What follows belongs to an exercise in optimizing a design on an open flow for small area and few clock cycles; a production flow would make more cautious choices. Function not checked in this run: the RTL went through the layout flow alone. No activity file was given, so power comes from the tool's default toggle rates.

$ cat constraint.sdc
create_clock -name core_clock -period 15.0 [get_ports {clk}]
set_input_delay 3.0000 -clock core_clock [delete_from_list [all_inputs] [get_ports {clk}]]
set_output_delay 3.0000 -clock core_clock [all_outputs]
set_load 0.01 [all_outputs]
$ cat design.v
module cpu (
    input clk, 
    input reset,
    output reg [31:0] iaddr,
    input [31:0] idata,
    output reg [31:0] daddr,
    input [31:0] drdata,
    output reg [31:0] dwdata,
    output reg [3:0] dwe
);
    wire [3:0] dwe1;
    wire [5:0] op;
    wire [31:0] rv1, rv2, rvout, r_rv2, wdata,daddr1,dwdata1;
    wire [4:0] rs1, rs2, rd;
    wire we;
    alu32 u1(
        .op(op),
        .rv1(rv1),            
        .rv2(rv2),
        .rvout(rvout),
        .drdata(drdata),      
        .dwdata(dwdata1),     
        .dwe(dwe1),
        .daddr(daddr1),
        .iaddr(iaddr),
        .instr(idata)
    );
    regfile u2(
        .rs1(rs1),
        .rs2(rs2),
        .rd(rd),
        .we(we),
        .wdata(rvout),
        .rv1(rv1),
        .rv2(r_rv2),
        .clk(clk),
        .op(op),
        .instr(idata),
        .daddr(daddr1)
    );
    dummydecoder u3(
        .instr(idata),
        .op(op),
        .rs1(rs1),
        .rs2(rs2),
        .rd(rd),
        .r_rv2(r_rv2),
        .rv2(rv2),
        .we(we)
    );
    always @* begin
        if (reset) begin
            daddr = 0;
            dwdata = 0;
            dwe = 0;
            end
        else begin
        daddr = daddr1;
        dwdata = dwdata1;
        dwe = dwe1;
        end
    end
    always @(posedge clk) begin
        if (reset) begin
            iaddr <= 0;
        end else begin 
            case(op)  
                29 : iaddr <= iaddr + {{12{idata[31]}},idata[19:12],idata[20],idata[30:21],1'b0};  
                30 : iaddr <= (rv1 + {{20{idata[31]}},idata[31:20]}) & 32'hfffffffe;  
                31 : begin if(rv1 == rv2) iaddr <= iaddr + {{20{idata[31]}},idata[7],idata[30:25],idata[11:8],1'b0};  
                     else iaddr <= iaddr + 4; end
                32 : begin if(rv1 != rv2) iaddr <= iaddr + {{20{idata[31]}},idata[7],idata[30:25],idata[11:8],1'b0};  
                     else iaddr <= iaddr + 4; end
                33 : begin if($signed(rv1) < $signed(rv2)) iaddr <= iaddr + {{20{idata[31]}},idata[7],idata[30:25],idata[11:8],1'b0};  
                     else iaddr <= iaddr + 4; end
                34 : begin if($signed(rv1) >= $signed(rv2)) iaddr <= iaddr + {{20{idata[31]}},idata[7],idata[30:25],idata[11:8],1'b0};  
                     else iaddr <= iaddr + 4;  end
                35 : begin if(rv1 < rv2) iaddr <= iaddr + {{20{idata[31]}},idata[7],idata[30:25],idata[11:8],1'b0};  
                     else iaddr <= iaddr + 4; end
                36 : begin if(rv1 >= rv2) iaddr <= iaddr + {{20{idata[31]}},idata[7],idata[30:25],idata[11:8],1'b0}; 
                     else iaddr <= iaddr + 4; end
                default : iaddr <= iaddr + 4;  
            endcase
        end
    end
endmodule
module alu32(
    input [5:0] op,       
    input [31:0] rv1,     
    input [31:0] rv2,     
    output reg [31:0] rvout,   
    input [31:0] drdata,
    output reg [31:0] dwdata,
    output reg [3:0] dwe,
    input [31:0] daddr,
    input [31:0] iaddr,
    input [31:0] instr
);
    always @* begin
        case(op)
            0 : begin dwdata = 0;rvout = rv1 + rv2; dwe = 0; end   
            1 : begin dwdata = 0;rvout = $signed(rv1) < $signed(rv2); dwe = 0; end  
            2 : begin dwdata = 0;rvout = rv1 < rv2; dwe = 0; end  
            3 : begin dwdata = 0;rvout = rv1 ^ rv2; dwe = 0; end  
            4 : begin dwdata = 0;rvout = rv1 | rv2; dwe = 0; end  
            5 : begin dwdata = 0;rvout = rv1 & rv2; dwe = 0; end  
            6 : begin dwdata = 0;rvout = rv1 << rv2[4:0]; dwe = 0; end  
            7 : begin dwdata = 0;rvout = rv1 >> rv2[4:0]; dwe = 0; end  
            8 : begin dwdata = 0;rvout = $signed(rv1) >>> rv2[4:0]; dwe = 0; end  
            9 : begin dwdata = 0;rvout = rv1 + rv2; dwe = 0; end  
            10: begin dwdata = 0;rvout = rv1 - rv2; dwe = 0; end  
            11: begin dwdata = 0;rvout = rv1 << rv2[4:0]; dwe = 0; end  
            12: begin dwdata = 0;rvout = $signed(rv1) < $signed(rv2); dwe = 0; end  
            13: begin dwdata = 0;rvout = rv1 < rv2; dwe = 0; end  
            14: begin dwdata = 0;rvout = rv1 ^ rv2; dwe = 0; end  
            15: begin dwdata = 0;rvout = rv1 >> rv2[4:0]; dwe = 0; end  
            16: begin dwdata = 0;rvout = $signed(rv1) >>> rv2[4:0]; dwe = 0; end  
            17: begin dwdata = 0;rvout = rv1 | rv2; dwe = 0; end  
            18: begin dwdata = 0;rvout = rv1 & rv2; dwe = 0; end  
            19: begin dwdata = 0;dwe = 0;  
                case (daddr[1:0])
                    2'b00 : rvout = {{24{drdata[7]}},drdata[7:0]};
                    2'b01 : rvout = {{24{drdata[15]}},drdata[15:8]};
                    2'b10 : rvout = {{24{drdata[23]}},drdata[23:16]};
                    2'b11 : rvout = {{24{drdata[31]}},drdata[31:24]};
                    default : rvout = {{24{drdata[7]}}, drdata[7:0]};
                endcase
                end
            20: begin dwdata = 0;dwe = 0;  
                case (daddr[1:0])
                    2'b00 : rvout = {{16{drdata[15]}},drdata[15:0]};
                    2'b10 : rvout = {{16{drdata[31]}},drdata[31:16]};
                    default : rvout = {{16{drdata[15]}}, drdata[15:0]};
                endcase
                end
            21: begin dwdata = 0;rvout = drdata; dwe = 0; end  
            22: begin dwdata = 0;dwe = 0;  
                case (daddr[1:0])
                    2'b00 : rvout = {{24{1'b0}},drdata[7:0]};
                    2'b01 : rvout = {{24{1'b0}},drdata[15:8]};
                    2'b10 : rvout = {{24{1'b0}},drdata[23:16]};
                    2'b11 : rvout = {{24{1'b0}},drdata[31:24]};
                    default : rvout = {{24{1'b0}}, drdata[7:0]};
                endcase
                end
            23: begin dwdata = 0;dwe = 0;  
                case(daddr[1:0])
                    2'b00 : rvout = {{16{1'b0}},drdata[15:0]};
                    2'b10 : rvout = {{16{1'b0}},drdata[31:16]};
                    default : rvout = {{16{1'b0}}, drdata[15:0]};
                endcase
                end
            24: begin dwdata = {4{rv2[7:0]}};rvout =0;  
                case(daddr[1:0])
                    2'b00 : dwe = 4'b0001;
                    2'b01 : dwe = 4'b0010;
                    2'b10 : dwe = 4'b0100;
                    2'b11 : dwe = 4'b1000;
                    default : dwe = 4'b0001;
                endcase
                end
            25: begin dwdata = {2{rv2[15:0]}};rvout =0;  
                case(daddr[1:0])
                    2'b00 : dwe = 4'b0011;
                    2'b10 : dwe = 4'b1100;
                    default : dwe = 4'b0011;
                endcase
                end
            26: begin dwdata = rv2; dwe = 4'b1111;rvout =0; end  
            27: begin dwdata = 0;rvout = {instr[31:12],{12{1'b0}}}; dwe = 0; end  
            28: begin dwdata = 0;rvout = iaddr + {instr[31:12],{12{1'b0}}}; dwe = 0; end  
            29: begin dwdata = 0;rvout = iaddr +4; dwe = 0; end  
            30: begin dwdata = 0;rvout = iaddr +4; dwe = 0; end  
            31: begin dwdata = 0;dwe = 0;rvout =0; end   
            32: begin dwdata = 0;dwe = 0;rvout =0; end
            33: begin dwdata = 0;dwe = 0;rvout =0; end
            34: begin dwdata = 0;dwe = 0;rvout =0; end
            35: begin dwdata = 0;dwe = 0;rvout =0; end
            36: begin dwdata = 0;dwe = 0;rvout =0; end
            default : begin dwdata = 0;rvout =0;dwe=0; end
        endcase
    end
endmodule
module regfile(
    input [4:0] rs1,      
    input [4:0] rs2,      
    input [4:0] rd,       
    input we,             
    input [31:0] wdata,   
    output reg [31:0] rv1,    
    output reg [31:0] rv2,    
    input clk,             
    input [5:0] op,
    input [31:0] instr,
    output reg [31:0] daddr
);
        integer i;
    reg [31:0] memory [0:31];
    always @*
        begin
        rv1 = memory[rs1];
        rv2 = memory[rs2];
        case(op)
            19,20,21,22,
            23: daddr = rv1 + {{20{instr[31]}},instr[31:20]};  
            24,25,
            26: daddr = rv1 + {{20{instr[31]}},instr[31:25],instr[11:7]};
            default : daddr = 0;
        endcase 
    end
    always @(posedge clk) begin
        if(we == 1 & rd!=0) begin  
            memory[rd] <= wdata;
        end
        else begin
            memory[0] <= 0;
        end
    end
endmodule
module dummydecoder(
    input [31:0] instr,       
    output reg [5:0] op,      
    output reg [4:0] rs1,     
    output reg [4:0] rs2,     
    output reg [4:0] rd,      
    input  [31:0] r_rv2,      
    output reg [31:0] rv2,    
    output reg we             
);
    always @* begin
        case({instr[14:12], instr[6:0]})
            10'b0000010011 : begin op = 0; rv2 = {{20{instr[31]}},instr[31:20]}; we = 1;end			 
            10'b0100010011 : begin op = 1; rv2 = {{20{instr[31]}},instr[31:20]}; we = 1;end			 
            10'b0110010011 : begin op = 2; rv2 = {{20{instr[31]}},instr[31:20]}; we = 1;end			 
            10'b1000010011 : begin op = 3; rv2 = {{20{instr[31]}},instr[31:20]}; we = 1;end			 
            10'b1100010011 : begin op = 4; rv2 = {{20{instr[31]}},instr[31:20]}; we = 1;end			 
            10'b1110010011 : begin op = 5; rv2 = {{20{instr[31]}},instr[31:20]}; we = 1;end			 
            10'b0010010011 : begin op = 6; rv2 = {{20{instr[31]}},instr[31:20]}; we = 1;end			 
            10'b1010010011 : begin op = instr[30] ? 8 : 7;  rv2 = instr[24:20]; we = 1;end	 
            10'b0000110011 : begin op = instr[30] ? 10 : 9; rv2 = r_rv2; we = 1;end	 
		    10'b0010110011 : begin op = 11; rv2 = r_rv2; we = 1;end			    
		    10'b0100110011 : begin op = 12; rv2 = r_rv2; we = 1;end			    
		    10'b0110110011 : begin op = 13; rv2 = r_rv2; we = 1;end			    
		    10'b1000110011 : begin op = 14; rv2 = r_rv2; we = 1;end			    
            10'b1010110011 : begin op = instr[30] ? 16 : 15; rv2 = r_rv2; we = 1;end	 
		    10'b1100110011 : begin op = 17; rv2 = r_rv2; we = 1;end			    
		    10'b1110110011 : begin op = 18; rv2 = r_rv2; we = 1;end			    
            10'b0000000011 : begin op = 19; rv2 = r_rv2; we = 1;end             
            10'b0010000011 : begin op = 20; rv2 = r_rv2; we = 1;end             
            10'b0100000011 : begin op = 21; rv2 = r_rv2; we = 1;end             
            10'b1000000011 : begin op = 22; rv2 = r_rv2; we = 1;end             
            10'b1010000011 : begin op = 23; rv2 = r_rv2; we = 1;end             
            10'b0000100011 : begin op = 24; rv2 = r_rv2; we = 0;end             
            10'b0010100011 : begin op = 25; rv2 = r_rv2; we = 0;end             
            10'b0100100011 : begin op = 26; rv2 = r_rv2; we = 0;end             
            10'b0001100011 : begin op = 31; rv2 = r_rv2; we = 0;end             
            10'b0011100011 : begin op = 32; rv2 = r_rv2; we = 0;end             
            10'b1001100011 : begin op = 33; rv2 = r_rv2; we = 0;end             
            10'b1011100011 : begin op = 34; rv2 = r_rv2; we = 0;end             
            10'b1101100011 : begin op = 35; rv2 = r_rv2; we = 0;end             
            10'b1111100011 : begin op = 36; rv2 = r_rv2; we = 0;end             
            10'b0001100111 : begin op = 30; rv2 = r_rv2; we = 1;end             
            default : begin case(instr[6:0])      
                7'b1101111 : begin op = 29; rv2 = r_rv2; we = 1;end             
                7'b0110111 : begin op = 27; rv2 = r_rv2; we = 1;end             
                7'b0010111 : begin op = 28; rv2 = r_rv2; we = 1;end             
                default: begin op = 0; rv2 = r_rv2;we = 0; end
            endcase
            end        
    endcase
     rs1 = instr [19:15];
     rs2 = instr [24:20];
     rd  = instr [11:7];
    end    
endmodule
$ cat run.sh
#!/bin/bash
# synth_recipe.tcl (not shown) runs the flow's synth.tcl, then flattens the netlist and writes it again
# the make line also repeats each setting of config.mk as NAME=value (left out here)
make -C /OpenROAD-flow-scripts/flow DESIGN_CONFIG=/design/flow/config.mk WORK_HOME=/design/flow/orfs CLKGATE_MAP_FILE= SYNTH_SCRIPT=/design/flow/synth_recipe.tcl finish
$ cat config.mk
export PLATFORM = sky130hd
export DESIGN_NAME = cpu
export DESIGN_NICKNAME = cpu
export VERILOG_FILES = /design/flow/design.v
export SDC_FILE = /design/flow/constraint.sdc
export NUM_CORES = 4
export LEC_CHECK = 0
export CAP_MARGIN = 20
export CORE_MARGIN = 2
export CORE_UTILIZATION = 40
export SLEW_MARGIN = 20
==> flow_summary.ini <==
[status]
status = finished clean

[sta]
skew_ns = 0.0541
period_minus_slack_ns = 12.85
setup_tns_ns = 0
tightest_slew_ns = 1.22
finalHoldViolations = 0
finalCritPeriodShare_pct = 85.7
maxSlewHeadroom_pct = 17.7
drv_slew = 0
setup_viol = 0
setup_ws_ns = 2.15
rsz0062_at_grt = false
fmax_mhz = 77.8

[cts]
cts_resized = 0
cts.sinks = 1055
cts_tree = built
clkLatencyLatePin_ns = 0.76
cts_setup_buffers = 0
clock_path_buffers = 3
ctsHoldBuffers = 0
root_buffer = clkbuf_16
cts-htree-levels = 3
cts_buffers = 110
cts.clk_slew.worst_paths_ns = 0.05

[global_routing]
grt_use_total_pct = 33.8
antenna_found_initial = 9
grt_overflow = 0
grt_max_degree = 121
grt_pass1_wl_mm = 415
grt_pass1_vias = 52800

[setup_path]
slowest_delay_ns = 0.98
end_kind = output port
cp.required_ns = 12.00
timing.rr.end = u2.memory[5][30]$_DFFE_PP_
path_buf_inv = 4
cp-startpoint = idata[17]
crit_fanout = 21
crit_family = buffers and inverters
r2r_setup_slack_ns = 7.19
setup.worst_path.end = daddr[25]
worst-path-stages = 18
crit_slowest_cell = or4b_2
crit_top_cell = a21oi_1
r2r_start = u2.memory[31][0]$_DFFE_PP_
worstRegToRegCells = 17
crit_path_start_kind = primary input
crit_type = primary input to output port
cp.arrival_ns = 9.85
path_cells = clkdlybuf4s50_1, buf_4, or4b_2, buf_4, o22ai_1, nor4_1, nand3_1, ha_1, a21oi_1, o21ai_0, a21boi_0, o21ai_0, a21oi_1, nand2_1, a21oi_1, nor2_1, a31o_2, clkdlybuf4s50_1

[cells_and_area]
layout-drive-gt1-share_pct = 14.4
final_cell_mix = edfxtp_1 (1,024), mux2i_1 (598), a21oi_1 (386), nand2_1 (353), mux4_2 (324)
instances_no_fill = 7992
layout.nets = 5954
area_delta_synth_final_pct = 11.9
layout_commonest_cell = edfxtp_1

[power_and_ir_drop]
power.leakage_nw = 27.3
power.density_mw_per_mm2 = 106
ir_drop_mv = 0.0877

[synth]
synth_edf_count = 1024
synthCells = 5674
synth.net_count = 5935
synthSimpleGateAreaFrac_pct = 8.99
async_reset_ff_share_pct = 0
synth_top_family_by_area = multiplexers
yosys.cell_types.count = 111
synth_mux_area_share_pct = 19.9
syn-cell-area_mm2 = 0.0675
yosysWarnings = 4
synth_compound_area_share_pct = 15.3
syn_avg_cell_area_um2 = 11.9
ys_ff_latch = 1055
seq_area_frac_synth_pct = 46.5
synth_xor_area_share_pct = 1.86
synthAdderAreaFrac_pct = 3.69
ys.flop_type = edfxtp_1

[min_path]
hp-class = flip-flop to flip-flop

[routing]
dr.pass1.iters = 8
drtAntennaViolNets = 0
drtIter0Drc = 8922
avgRoutedWirePerCell_um = 37.6
vias = 55900
routed_wl_mm = 301
drc = 0
viasPerCell = 6.99

[die]
initial_core_util_pct = 40.3
io-pin-count = 166
die_x_um = 415
dieArea_mm2 = 0.172
fp.coreArea_mm2 = 0.167
die-height_um = 415
row_count = 150

[placed_design]
dp_cells = 7784
place.gp.congestion = 1.08
io_buffers = 164
pre_cts_ws_ns = 2.30
dpl.hpwl_mm = 200

[flow_run]
maxCapViolCount = 0
==> cell families after synthesis <==
group / count (synthesis)
compound gates: 1553
simple gates: 1243
flops: 1055
mux: 936
buf+inv: 548
fa+ha+maj: 195
xor+xnor: 143
other cells: 1
==> worst min path at each step <==
stage,startpoint,to,cells after the start
after detailed placement,iaddr[1]$_SDFFE_PP0P_,iaddr[1]$_SDFFE_PP0P_,2
final,iaddr[1]$_SDFFE_PP0P_,iaddr[1]$_SDFFE_PP0P_,2
after CTS,iaddr[1]$_SDFFE_PP0P_,iaddr[1]$_SDFFE_PP0P_,2
after global routing,iaddr[1]$_SDFFE_PP0P_,iaddr[1]$_SDFFE_PP0P_,2
after floorplan,iaddr[1]$_SDFFE_PP0P_,iaddr[1]$_SDFFE_PP0P_,2
after global placement,iaddr[1]$_SDFFE_PP0P_,iaddr[1]$_SDFFE_PP0P_,2
==> cells in the mapped netlist (55+ instances only) <==
cell type	instances	area, um2
edfxtp_1	1024	30700
mux2i_1	599	6000
a21oi_1	393	1970
nand2_1	354	1330
mux4_2	324	7300
nor2_1	303	1140
o21ai_0	220	1100
clkbuf_1	205	769
ha_1	188	2350
o22ai_1	157	982
nand3_1	150	751
a22oi_1	141	1060
buf_2	125	626
inv_1	110	413
xnor2_1	100	876
a21o_1	91	683
a31oi_1	86	538
nor3_1	63	315
and3_1	61	382
nor4_1	55	344
==> through the flow <==
stage | utilization [%] | cell area, um2 | hold slack [ns] | total power (W)
2_1_floorplan | - | 67500 | 0.520 | 0.00445
3_3_place_gp | 42.9 | 71800 | 0.600 | 0.00517
3_5_place_dp | 42.9 | 71900 | 0.624 | 0.00517
4_1_cts | 45.1 | 75500 | 0.630 | 0.00793
5_1_grt | 45.1 | 75500 | 0.629 | 0.00820
6_report | 45.1 | 75500 | 0.622 | 0.00800
==> area by class of cell <==
class,count,area (um2)
multi-input cells,4071,34200
clock buffers,128,2840
inverters,112,423
clock inverters,76,816
well taps,2204,2760
fillers,15100,91900
diodes,3,7.51
repair buffers,343,3110
flip-flops and latches,1055,31400
==> routing by layer <==
layer,part of all wire [%],GRT usage [%],vias up
li1,-,-,22700
met1,38,44.4,28100
met2,43,50.6,4203
met3,12,8.55,903
met4,6.9,19.3,4
met5,0.0087,0,-
==> state kept, by name, indices dropped and copies added, names as in the netlist <==
signal     flops
u2.memory   1024
iaddr         31
==> report_power, final <==
| group | leakage, nW | switching (W) | internal, W |
|---|---|---|---|
| Combinational | 15.3 | 0.00132 | 0.000637 |
| Clock | 1.78 | 0.00121 | 0.00159 |
| Sequential | 10.2 | 0.0000203 | 0.00322 |
==> worst min-delay path, stage by stage (launching register included) <==
cell and delay, ns:
dfxtp_1 0.41, nand2_1 0.10, a21oi_1 0.06

what the ideal ports hide:
In the flow no input, the clock included, has a driving cell. The finished layout below was timed again as built, in two steps.
Step 1 sets driving cells, clkbuf_16 on the clock port and buf_2 on the other inputs (assumed; they add their load-dependent delay and slew).
Step 2 moves the port delays by t, midway between the first and last clock arrival at a register: inputs arrive t later, outputs are due t later. That takes back most of the time a late clock gives input paths.
a / b / c = ideal / step 1 / step 2; a / b = the first two.
t, ns: 0.817
setup WS [ns]: 2.150 / 2.125 / 2.125
worst setup path at the end: input to output
cell pins on the clock port's net: 1
After both steps setup and hold are still met in this run. The setup slack of this run moves by -0.025 ns with the drivers and by -0.025 ns with both steps.
